Background: an optimization exercise with open tools, aiming at small area and a short achievable clock period. Do not read the settings as production practice. The RTL was checked by simulation tests, not by an equivalence proof against the original design. No activity file was given, so power comes from the tool's default toggle rates.

==> design/flow/design.v <==
module ALU (
    input [15:0] data1,
    input [15:0] data2,
    input [3:0] alu_op,  
    output reg [15:0] result
);
    always @(*) begin
        case (alu_op)
            4'b0000: result = data1 + data2;  
            4'b0001: result = data1 - data2;  
            4'b0010: result = data1 & data2;  
            4'b0011: result = data1 | data2;  
            4'b0100: result = data1 ^ data2;  
            4'b0101: result = ~data1;         
            4'b0110: result = data1 << data2[3:0];  
            4'b0111: result = data1 >> data2[3:0];  
            4'b1000: result = (data1 < data2) ? 16'b1 : 16'b0;  
            default: result = 16'b0;
        endcase
    end
endmodule
module Control_Unit (
    input [15:0] instr,
    output reg [3:0] alu_op,
    output reg mem_read,
    output reg mem_write,
    output reg reg_write,
    output reg [3:0] write_reg
);
    always @(*) begin
        case(instr[15:12])
            4'b0000: begin  
                alu_op = 4'b0000;
                mem_read = 1'b0;
                mem_write = 1'b0;
                reg_write = 1'b0;
                write_reg = 4'b0000;
            end
            4'b0001: begin  
                alu_op = 4'b0000;
                mem_read = 1'b0;
                mem_write = 1'b0;
                reg_write = 1'b1;
                write_reg = instr[11:8];
            end
            4'b0010: begin  
                alu_op = 4'b0001;
                mem_read = 1'b0;
                mem_write = 1'b0;
                reg_write = 1'b1;
                write_reg = instr[11:8];
            end
            4'b0011: begin  
                alu_op = 4'b0010;
                mem_read = 1'b0;
                mem_write = 1'b0;
                reg_write = 1'b1;
                write_reg = instr[11:8];
            end
            4'b0100: begin  
                alu_op = 4'b0011;
                mem_read = 1'b0;
                mem_write = 1'b0;
                reg_write = 1'b1;
                write_reg = instr[11:8];
            end
            4'b0101: begin  
                alu_op = 4'b0000;  
                mem_read = 1'b1;
                mem_write = 1'b0;
                reg_write = 1'b1;
                write_reg = instr[11:8];
            end
            4'b0110: begin  
                alu_op = 4'b0000;  
                mem_read = 1'b0;
                mem_write = 1'b1;
                reg_write = 1'b0;
                write_reg = 4'b0000;
            end
            default: begin
                alu_op = 4'b0000;
                mem_read = 1'b0;
                mem_write = 1'b0;
                reg_write = 1'b0;
                write_reg = 4'b0000;
            end
        endcase
    end
endmodule
module Register_File (
    input clk,
    input reset,
    input [3:0] read_reg1,
    input [3:0] read_reg2,
    input [3:0] write_reg,
    input [15:0] write_data,
    input reg_write,
    output [15:0] reg_data1,
    output [15:0] reg_data2
);
    reg [15:0] registers [0:15];
    integer i;
    always @(posedge clk or posedge reset) begin
        if(reset) begin
            for(i=0;i<16;i=i+1)
                registers[i]<=16'b0;
                end
        else if (reg_write) begin
            registers[write_reg] <= write_data;
        end
    end
    assign reg_data1 = registers[read_reg1];
    assign reg_data2 = registers[read_reg2];
endmodule
module Hazard_Detection_Unit (
    input [15:0] if_id_instr,
    input id_ex_mem_read,
    input [3:0] id_ex_write_reg,
    output reg hazard_detected
);
    always @(*) begin
        hazard_detected = (id_ex_mem_read &&
                           (id_ex_write_reg == if_id_instr[11:8] ||
                            id_ex_write_reg == if_id_instr[7:4]));
    end
endmodule
module CPU (
    input clk, 
    input reset, 
    output [15:0] pc, 
    input [15:0] instr, 
    output [15:0] alu_out, 
    output mem_read, 
    output mem_write, 
    input [15:0] mem_data
);
    reg [15:0] pc_reg;
    reg [15:0] if_id_instr;
    reg [15:0] id_ex_reg_data1, id_ex_reg_data2;
    reg [3:0] id_ex_alu_op;
    reg [15:0] id_ex_instr;
    reg id_ex_mem_read, id_ex_mem_write, id_ex_reg_write;
    reg [3:0] id_ex_write_reg;
    wire [15:0] alu_result;
    wire hazard_detected;
    wire [15:0] rf_reg_data1, rf_reg_data2;
    wire [3:0] alu_op;
    wire reg_write;
    wire [3:0] write_reg;
    wire [15:0] write_data;
    reg [15:0] ex_mem_alu_result;
    reg ex_mem_mem_read, ex_mem_mem_write, ex_mem_reg_write;
    reg [3:0] ex_mem_write_reg;
    always @(posedge clk or posedge reset) begin
        if (reset) begin
            pc_reg <= 0;
            if_id_instr <= 16'b0;
        end else if (!hazard_detected) begin
            pc_reg <= pc_reg + 1;
            if_id_instr <= instr;
        end
    end
    Control_Unit cu (
        .instr(if_id_instr), 
        .alu_op(alu_op), 
        .mem_read(mem_read), 
        .mem_write(mem_write), 
        .reg_write(reg_write), 
        .write_reg(write_reg)
    );
    Register_File rf (
        .clk(clk), 
        .reset(reset),
        .read_reg1(if_id_instr[11:8]), 
        .read_reg2(if_id_instr[7:4]), 
        .write_reg(ex_mem_write_reg), 
        .write_data(write_data), 
        .reg_write(ex_mem_reg_write), 
        .reg_data1(rf_reg_data1), 
        .reg_data2(rf_reg_data2)
    );
    ALU alu (
        .data1(id_ex_reg_data1), 
        .data2(id_ex_reg_data2), 
        .alu_op(id_ex_alu_op), 
        .result(alu_result)
    );
    Hazard_Detection_Unit hdu (
        .if_id_instr(if_id_instr),
        .id_ex_mem_read(id_ex_mem_read),
        .id_ex_write_reg(id_ex_write_reg),
        .hazard_detected(hazard_detected)
    );
    assign pc = pc_reg;
    assign alu_out = ex_mem_alu_result;
    always @(posedge clk or posedge reset) begin
        if (reset) begin
            id_ex_reg_data1 <= 16'b0;
            id_ex_reg_data2 <= 16'b0;
            id_ex_alu_op <= 4'b0;
            id_ex_instr <= 16'b0;
            id_ex_mem_read <= 1'b0;
            id_ex_mem_write <= 1'b0;
            id_ex_reg_write <= 1'b0;
            id_ex_write_reg <= 4'b0;
        end else if (!hazard_detected) begin
            id_ex_reg_data1 <= rf_reg_data1;
            id_ex_reg_data2 <= rf_reg_data2;
            id_ex_alu_op <= alu_op;
            id_ex_instr <= if_id_instr;
            id_ex_mem_read <= mem_read;
            id_ex_mem_write <= mem_write;
            id_ex_reg_write <= reg_write;
            id_ex_write_reg <= write_reg;
        end
    end
    always @(posedge clk or posedge reset) begin
        if (reset) begin
            ex_mem_alu_result <= 16'b0;
            ex_mem_mem_read <= 1'b0;
            ex_mem_mem_write <= 1'b0;
            ex_mem_reg_write <= 1'b0;
            ex_mem_write_reg <= 4'b0;
        end else begin
            ex_mem_alu_result <= alu_result;
            ex_mem_mem_read <= id_ex_mem_read;
            ex_mem_mem_write <= id_ex_mem_write;
            ex_mem_reg_write <= id_ex_reg_write;
            ex_mem_write_reg <= id_ex_write_reg;
        end
    end
    assign write_data = ex_mem_mem_read ? mem_data : ex_mem_alu_result;
endmodule
==> design/flow/run.sh <==
#!/bin/bash
# synth_recipe.tcl (not shown) runs the flow's synth.tcl, then flattens the netlist and writes it again
# the make line also repeats each setting of config.mk as NAME=value (left out here)
make -C /OpenROAD-flow-scripts/flow DESIGN_CONFIG=/design/flow/config.mk WORK_HOME=/design/flow/orfs CLKGATE_MAP_FILE= SYNTH_SCRIPT=/design/flow/synth_recipe.tcl finish
==> design/flow/config.mk <==
export PLATFORM = sky130hd
export DESIGN_NAME = CPU
export DESIGN_NICKNAME = CPU
export VERILOG_FILES = /design/flow/design.v
export SDC_FILE = /design/flow/constraint.sdc
export NUM_CORES = 4
export LEC_CHECK = 0
export CAP_MARGIN = 20
export CORE_MARGIN = 2
export CORE_UTILIZATION = 40
export SETUP_SLACK_MARGIN = 1.5
export SLEW_MARGIN = 20
==> design/flow/constraint.sdc <==
create_clock -name core_clock -period 3.5 [get_ports {clk}]
set_input_delay 0.7000 -clock core_clock [delete_from_list [all_inputs] [get_ports {clk}]]
set_output_delay 0.7000 -clock core_clock [all_outputs]
set_load 0.01 [all_outputs]
==> impl_metrics.yaml <==
synth:
  yosys.area.top_type: "dfrtp_1"
  synth_compound_area_share_pct: 24.1
  netlist_area_um2: 17700
  synth_common_cells: "346 x dfrtp_1, 278 x nor2_1, 228 x a21oi_1"
  synth_top_cells_by_area: "dfrtp_1 49%, a21oi_1 6.5%, nor2_1 5.9%, o21ai_0 4.6%, nand2_1 3.9%"
  synth_cell_types: 72
  postSynthCellCount: 1940
  synth-adder-area-share_pct: 2.08
  synth_edf_count: 0
  synth_top_family_by_area: "compound AO/OA/AOI/OAI gates"
  yosysWarnings: 6
  synth.avg_cell_area_um2: 9.11
  ys_seq_area_share_pct: 49.0
  synth.mux.area_fraction_pct: 3.82
  yosys_register_bits: 346
  synthArstFlopShare_pct: 100
  ys.flop_type: "dfrtp_1"
  synthSimpleGateAreaFrac_pct: 14.7
  synth.top_cell.area_share_pct: 49.0
  syn-num-nets: 1994
  synthMostInstantiatedCell: "dfrtp_1"
  synthXorXnorAreaFrac_pct: 2.48
cells_and_area:
  final_area_um2: 24400
  regMostFlops: "rf.registers"
  nets: 2257
  largest_reg_flops: 256
  postLayoutCoreUtil_pct: 55.5
  fin_cells: 2823
  layout-drive-gt1-share_pct: 28.6
  num-fill-cells: 3852
  areaGrowthSynthToFinish_pct: 38.0
place:
  dpl.cell_count: 2583
  pre_cts_ws_ns: 0.126
  gp_congestion: 0.997
  hpwl_mm: 48.7
  placed_cell_area_um2: 19800
  port_buffers: 63
detailed_routing:
  drc_errors: 0
  via_count: 17800
  viasPerCell: 6.29
  firstDrtPassIters: 7
  wl_mm: 78.9
  drtIter0Drc: 2607
  wl_per_cell_um: 28.0
  antenna_left: 0
run:
  drv_cap: 0
cts:
  clock_path_buffers: 3
  cts_buffers: 39
  postCtsHoldBufs: 0
  cts_sinks: 346
  h-tree-depth: 2
  path_clk_slew_ns: 0.06
  cts_tree: "yes"
  cts_root_buffer: "clkbuf_16"
  worstSkewPairLatency_ns: 0.57
worst_setup_path:
  cp.arrival_ns: 3.77
  cp_slowest_cell: "or4b_4"
  rr_worst_depth: 12
  rr_endpoint: "ex_mem_alu_result[15]"
  reg2reg_setup_slack_ns: 0.23
  start_kind: "flip-flop"
  worstPathMaxFanout: 4
  reg2reg_from: "id_ex_reg_data2[2]"
  worst_ep_required_time_ns: 4.00
  crit_path_end_kind: "flip-flop"
  worst-setup-path-type: "reg -> reg"
  max_stage_delay_ns: 0.47
  path_cells: "nor4_4 > buf_4 > nand2_2 > o21ai_0 > xor2_1 > ha_1 > nand2_1 > o21ai_4 > a2111oi_4 > a211oi_2 > or4b_4 > nand4b_1"
timing:
  rsz0062_at_grt: "true"
  setup-violations-final: 0
  slew_headroom_pct: 36.0
  max_clock_freq_ghz: 0.306
  finalMaxSlewViolations: 0
  holdWs_ns: 0.384
  fin_crit_sh_pct: 93.4
  finalCriticalPeriod_ns: 3.27
  hold_viol: 0
  fin_skew_ns: 0.0159
  setup_ws_ns: 0.230
  tightest_slew_ns: 0.959
power_and_ir_drop:
  ir_drop_mv: 0.423
  p_per_area_nw_per_um2: 630
  leakage_uw: 0.0101
global_route:
  grt_max_degree: 91
  grt_pass1_wl_mm: 116
  first_global_vias: 17300
  antenna_found_initial: 3
  grt_overflow_total: 0
  grt_usage_pct: 33.9
hold_path:
  hold_class: "reg -> reg"
  hold_end: "ex_mem_reg_write"
  worstHoldPathCells: 0
  hp-start: "id_ex_reg_write"
floorplan:
  core_area_um2: 43900
  placementRows: 77
  dieWidth_um: 214
  start_util_pct: 40.2
  die_y_um: 214
  dieArea_um2: 45900
  io_pins: 68
run_status:
  status: "finished clean"
[kinds of logic after synthesis]
kind of cell / count (synthesis)
AO/OA/AOI/OAI: 669
AND/OR/NAND/NOR: 602
flip-flops: 346
buffers and inverters: 179
multiplexers: 63
XOR/XNOR: 50
adder cells (fa/ha/maj): 31
[stage by stage]
step / TNS [ns] / total power, uW
finish: 0 / 15400
CTS: 0 / 14900
floorplan: -633.34 / 8310
detailed placement: 0 / 10100
global route: 0 / 16100
global placement: 0 / 9990
[worst max-delay path: cells and delay by family, from the launching register on]
family	cells	cell delay (ns)
AO/OA/AOI/OAI	4	0.91
AND/OR/NAND/NOR	5	1.19
buffers and inverters	1	0.18
flip-flops	1	0.43
adder cells (fa/ha/maj)	1	0.35
XOR/XNOR	1	0.12
[layout by cell type, fill, tap and decap left out, types with 20 or more instances in the layout]
cell,count
dfrtp_1,335
nor2_1,227
a21oi_1,205
buf_4,195
nand2_1,169
o21ai_0,128
a22oi_1,74
buf_6,60
clkbuf_16,40
a22o_1,38
mux2i_1,36
buf_12,33
clkdlybuf4s50_1,32
nor2_4,31
xor2_1,30
dlygate4sd2_1,28
inv_1,22
mux2_2,22
a21oi_2,21
nand3_1,20
nor2_2,20
[per-layer routing]
metal	track usage, %	share of wire, %	vias to the layer above
li1	-	-	7552
met1	45.6	39	8628
met2	49.9	43	1227
met3	8.23	11	351
met4	19.8	6.9	0
met5	0	0	-
[power by group]
part	switching, uW	internal [uW]
logic	2810	2180
clock network	1750	2460
registers	1120	5050
total	5680	9690
[worst max path at each step]
| stage | depth (start not counted) | startpoint | endpoint | slack [ns] |
|---|---|---|---|---|
| 2_1_floorplan | 1 | reset | ex_mem_alu_result[0] | -1.83 |
| 3_3_place_gp | 13 | id_ex_reg_data2[10] | ex_mem_alu_result[15] | 0.15 |
| 3_5_place_dp | 13 | id_ex_reg_data2[10] | ex_mem_alu_result[15] | 0.13 |
| 4_1_cts | 13 | id_ex_reg_data2[9] | ex_mem_alu_result[15] | 0.26 |
| 5_1_grt | 13 | id_ex_reg_data2[2] | ex_mem_alu_result[15] | 0.06 |
| 6_report | 12 | id_ex_reg_data2[2] | ex_mem_alu_result[15] | 0.23 |
[timing repair]
action | 4_1_cts | 5_1_grt
gates cloned | 10 | 0
pin swaps | 103 | 47
buffers inserted | 136 | 25
endpoints found under the setup margin | 115 | 121
resized for setup | 352 | 108
[area by class of cell]
class	count	area, um^2	area share (%)
multi-input combinational	1415	9670	39.7
inverter	28	115	0.472
clock inverter	17	211	0.867
antenna	1	2.50	0.0103
timing repair buffer	373	3890	15.9
sequential	346	8680	35.6
clock buffer	51	1070	4.40
tap	592	741	3.04

-- static timing again, ports no longer ideal --
No port has a modelled driver above. Below, the same layout with a new extraction and two added sets of constraints.
Step 1: set_driving_cell puts a clkbuf_16 on clk and a buf_2 on each other input, an assumption about the parent block.
Step 2 also shifts input and output timing later by t, the mid clock arrival at the registers, as if the neighbouring blocks saw the same clock.
Three values: no drivers, after step 1, after step 2; two values: the first two.
t, ns: 0.621
slack for setup (ns): 0.230 / 0.230 / 0.230
latest minus earliest clock arrival (ns): 0.016 / 0.016
worst slew at a driven data input, ns: 0.05
cell pins on the clock port's net: 1
After both steps setup and hold are still met in this run. The setup slack of this run moves by 0.000 ns with the drivers and by 0.000 ns with both steps.
